What follows belongs to an exercise in optimizing a design on an open flow for small area; a production flow would make more cautious choices. Function was checked by simulation only, so behaviour that the tests miss may differ from the original. Power and IR drop assume default switching activity.

Design riscv_core, start of the top module:
module riscv_core(
    input               sys_clk     ,
    input               sys_rst_n   ,
    output  reg         led_test    ,
    output              iram_cs     ,
    output  [11:0]      iram_addr   ,
    input   [31:0]      iram_rdata  ,
    output              dram_cs     ,
    output  [3:0]       dram_we     ,
    output  [11:0]      dram_addr   ,
    output  [31:0]      dram_wdata  ,
    input   [31:0]      dram_rdata
);
For scale: ~4100 cells after synthesis, roughly 60000 µm² of cells after synthesis.
export LEC_CHECK = 0
export CAP_MARGIN = 20
export CELL_PAD_IN_SITES_DETAIL_PLACEMENT = 1
export CELL_PAD_IN_SITES_GLOBAL_PLACEMENT = 1
export CORE_MARGIN = 2
export CORE_UTILIZATION = 45
export CTS_BUF_LIST = sky130_fd_sc_hd__clkbuf_16
export CTS_CLUSTER_DIAMETER = 100
export CTS_CLUSTER_SIZE = 24
export GPL_ROUTABILITY_DRIVEN = 1
export PLACE_DENSITY = 0.55
export SLEW_MARGIN = 20
export SYNTH_HIERARCHICAL = 1
create_clock -name core_clock -period 10.0 [get_ports {sys_clk}]
standard.sh (not shown) runs the stock make flow with config.mk's settings and CLKGATE_MAP_FILE= SYNTH_SCRIPT=/design/flow/synth_recipe.tcl, a recipe that flattens the netlist after the stock synthesis.
==> flow/flow/run.sh <==
#!/bin/bash
# The standard layout (the standard.sh: standard synthesis, floorplan, power grid, tap cells,
# placement, clock tree, routing), with two changes:
#  - the input and output port buffers are buf_1 cells instead of clkdlybuf4s50_1;
#  - clock tree synthesis inserts no dummy loads.
# CTS_ARGS replaces the clock tree arguments, so it repeats config.mk's clustering and buffer.
set -euo pipefail
bash standard.sh \
  "BUFFER_PORTS_ARGS=-buffer_cell sky130_fd_sc_hd__buf_1" \
  "CTS_ARGS=-sink_clustering_enable -repair_clock_nets -dont_use_dummy_load -sink_clustering_size 24 -sink_clustering_max_diameter 100 -buf_list sky130_fd_sc_hd__clkbuf_16" \
  finish > flow_make.log 2>&1
The first run finished with timing, DRC and antenna clean.
Change:
--- a/flow/design.v
+++ b/flow/design.v
@@ -4,18 +4,19 @@
 module hm_or2(input a, input b, output y); assign y = a | b; endmodule
 module hm_and2(input a, input b, output y); assign y = a & b; endmodule
 module hm_xor2(input a, input b, output y); assign y = a ^ b; endmodule
 module hm_xnor2(input a, input b, output y); assign y = ~(a ^ b); endmodule
 module hm_a22o(input a1, input a2, input b1, input b2, output y); assign y = (a1 & a2) | (b1 & b2); endmodule
 module hm_ao222(input a1, input a2, input b1, input b2, input c1, input c2, output y); assign y = (a1 & a2) | (b1 & b2) | (c1 & c2); endmodule
 module hm_mux2i(input a0, input a1, input s, output y); assign y = ~(s ? a1 : a0); endmodule
 module hm_mux4(input a0, input a1, input a2, input a3, input s0, input s1, output y); assign y = s1 ? (s0 ? a3 : a2) : (s0 ? a1 : a0); endmodule
 module hm_ha(input a, input b, output s, output co); assign {co, s} = a + b; endmodule
+module hm_and3(input a, input b, input c, output y); assign y = a & b & c; endmodule
 module fa1(input a, input b, input ci, output s, output co);
 assign {co, s} = a + b + ci;
 endmodule
 module add_rc #(parameter W = 32) (input [W-1:0] a, input [W-1:0] b, input ci, output [W-1:0] s, output co);
 wire [W:0] c;
 assign c[0] = ci;
 genvar i;
 generate for (i = 0; i < W; i = i + 1) begin : g
     fa1 u(.a(a[i]), .b(b[i]), .ci(c[i]), .s(s[i]), .co(c[i+1]));
@@ -203,24 +204,44 @@
                 .c1(d[3*i+2]), .c2(s[3*i+2]), .y(n[i]));
 end endgenerate
 wire p0, p1, p2;
 hm_nand4 u0(.a(n[0]), .b(n[1]), .c(n[2]), .d(n[3]), .y(p0));
 hm_nand4 u1(.a(n[4]), .b(n[5]), .c(n[6]), .d(n[7]), .y(p1));
 hm_nand3 u2(.a(n[8]), .b(n[9]), .c(n[10]), .y(p2));
 hm_or3   u3(.a(p0), .b(p1), .c(p2), .y(y));
 endmodule
 module rf_dec(input [4:0] ra, input [31:0] valid, input fwd, output [32:0] s);
+wire [3:0] l;
+wire [7:0] h;
+rf_pre2 ul(.we(!fwd), .a(ra[1:0]), .l(l));
+rf_pre3 uh(.a(ra[4:2]), .h(h));
 genvar i;
 generate for (i = 0; i < 32; i = i + 1) begin : g
-    assign s[i] = !fwd && valid[i] && ra == i;
+    hm_and3 u(.a(l[i % 4]), .b(h[i / 4]), .c(valid[i]), .y(s[i]));
 end endgenerate
 assign s[32] = fwd;
 endmodule
+module rf_wdec(input we, input [4:0] wa, output [31:0] en);
+wire [3:0] l;
+wire [7:0] h;
+rf_pre2 ul(.we(we), .a(wa[1:0]), .l(l));
+rf_pre3 uh(.a(wa[4:2]), .h(h));
+genvar i;
+generate for (i = 0; i < 32; i = i + 1) begin : g
+    hm_and2 u(.a(l[i % 4]), .b(h[i / 4]), .y(en[i]));
+end endgenerate
+endmodule
+module rf_pre2(input we, input [1:0] a, output [3:0] l);
+assign l = we ? (4'b0001 << a) : 4'b0000;
+endmodule
+module rf_pre3(input [2:0] a, output [7:0] h);
+assign h = 8'b00000001 << a;
+endmodule
 module pcu(input [31:0] pc, output [31:0] pc4, output [31:0] pcm4);
 wire [29:0] x = pc[31:2];
 wire [30:0] c;
 hm_inv ui(.a(x[0]), .y(pc4[2]));
 assign c[1] = x[0];
 genvar j;
 generate for (j = 1; j < 30; j = j + 1) begin : inc
     hm_ha u(.a(x[j]), .b(c[j]), .s(pc4[j+2]), .co(c[j+1]));
 end endgenerate
@@ -398,44 +419,53 @@
 wire        wd_m2r = !wr_imm;
 genvar gw;
 generate for (gw = 0; gw < 32; gw = gw + 1) begin : wdm
     hm_ao222 u(.a1(pc[gw]), .a2(wd_pc), .b1(alu_imm[gw]), .b2(wd_imm), .c1(m2r[gw]), .c2(wd_m2r), .y(wd[gw]));
 end endgenerate
 wire        wb_hit = reg_wr_5 && rd5 != 5'd0;
 wire        fwd1 = wb_hit && rd5 == rs1;
 wire        fwd2 = wb_hit && rd5 != rs1 && rd5 == rs2;
 assign iram_cs   = !taken;
+wire [31:0] pc_next;
+genvar gp;
+generate for (gp = 0; gp < 32; gp = gp + 1) begin : pcm
+    hm_a22o u(.a1(alu_imm[gp]), .a2(taken), .b1(pc4[gp]), .b2(iram_cs), .y(pc_next[gp]));
+end endgenerate
 assign iram_addr = pc[13:2];
 always @(posedge sys_clk or negedge sys_rst_n) begin
     if (!sys_rst_n) begin
         pc       <= 32'd0;
         zflag    <= 1'b1;
         led_test <= 1'b1;
     end else begin
-        pc       <= taken ? alu_imm : pc4;
+        pc       <= pc_next;
         zflag    <= taken;
         if (pc == 32'h1000)
             led_test <= !led_test;
     end
 end
-always @(posedge sys_clk) begin
-    if (bwe)
-        bank[bwa] <= bwd;
-end
+wire [31:0] bwen;
+rf_wdec u_wdec(.we(bwe), .wa(bwa), .en(bwen));
+genvar gk;
+generate for (gk = 0; gk < 32; gk = gk + 1) begin : bk
+    always @(posedge sys_clk) begin
+        if (bwen[gk])
+            bank[gk] <= bwd;
+    end
+end endgenerate
 always @(posedge sys_clk or negedge sys_rst_n) begin
     if (!sys_rst_n) begin
         valid  <= 32'd0;
         bwe    <= 1'b0;
         fwd1_r <= 1'b0;
         fwd2_r <= 1'b0;
     end else begin
-        if (bwe)
-            valid[bwa] <= 1'b1;
+        valid  <= valid | bwen;
         bwe    <= we;
         fwd1_r <= fwd1;
         fwd2_r <= fwd2;
     end
 end
 always @(posedge sys_clk) begin
     bwa <= wa;
     bwd <= wd;
     ra1 <= rs1;
=> Clock-buffer cell count goes down by 1. Worst setup slack loses 0.38 ns. Sequential share of layout area goes up by 0.93 points. Synthesized cell count goes down by 5.6%. Clock power hardly moves. Area after synthesis goes down by 2.0%. Register-to-register slack loses 0.38 ns. Cell area goes down by 1.7%.

[afterwards: timing with drivers on the ports]
How much do the figures lean on ideal ports? The routed layouts below were timed once more, with nothing changed but the port constraints.
Step 1 assumes that a clkbuf_16 drives the clock port and a buf_2 every other input.
Step 2 times the ports against the registers' clock, not the clock port: input delays grow and output delays shrink by t, the midpoint of the rising clock arrivals with the driver on.
Slacks: ideal / step 1 / step 2; pairs: ideal / step 1.
run | shift t [ns] | setup slack, ns | worst setup path at the end | worst register clock-pin slew, ns
the first run | 0.770 | 0.467 / 0.467 / 0.312 | input to register | 0.11 / 0.11
the second run | 0.765 | 0.088 / 0.088 / -0.009 | input to register | 0.11 / 0.11
Met with ideal ports but missed after step 2: setup timing in the second run. The setup slack of the first run, which loses most, moves by 0.000 ns with the drivers and by -0.155 ns with both steps.
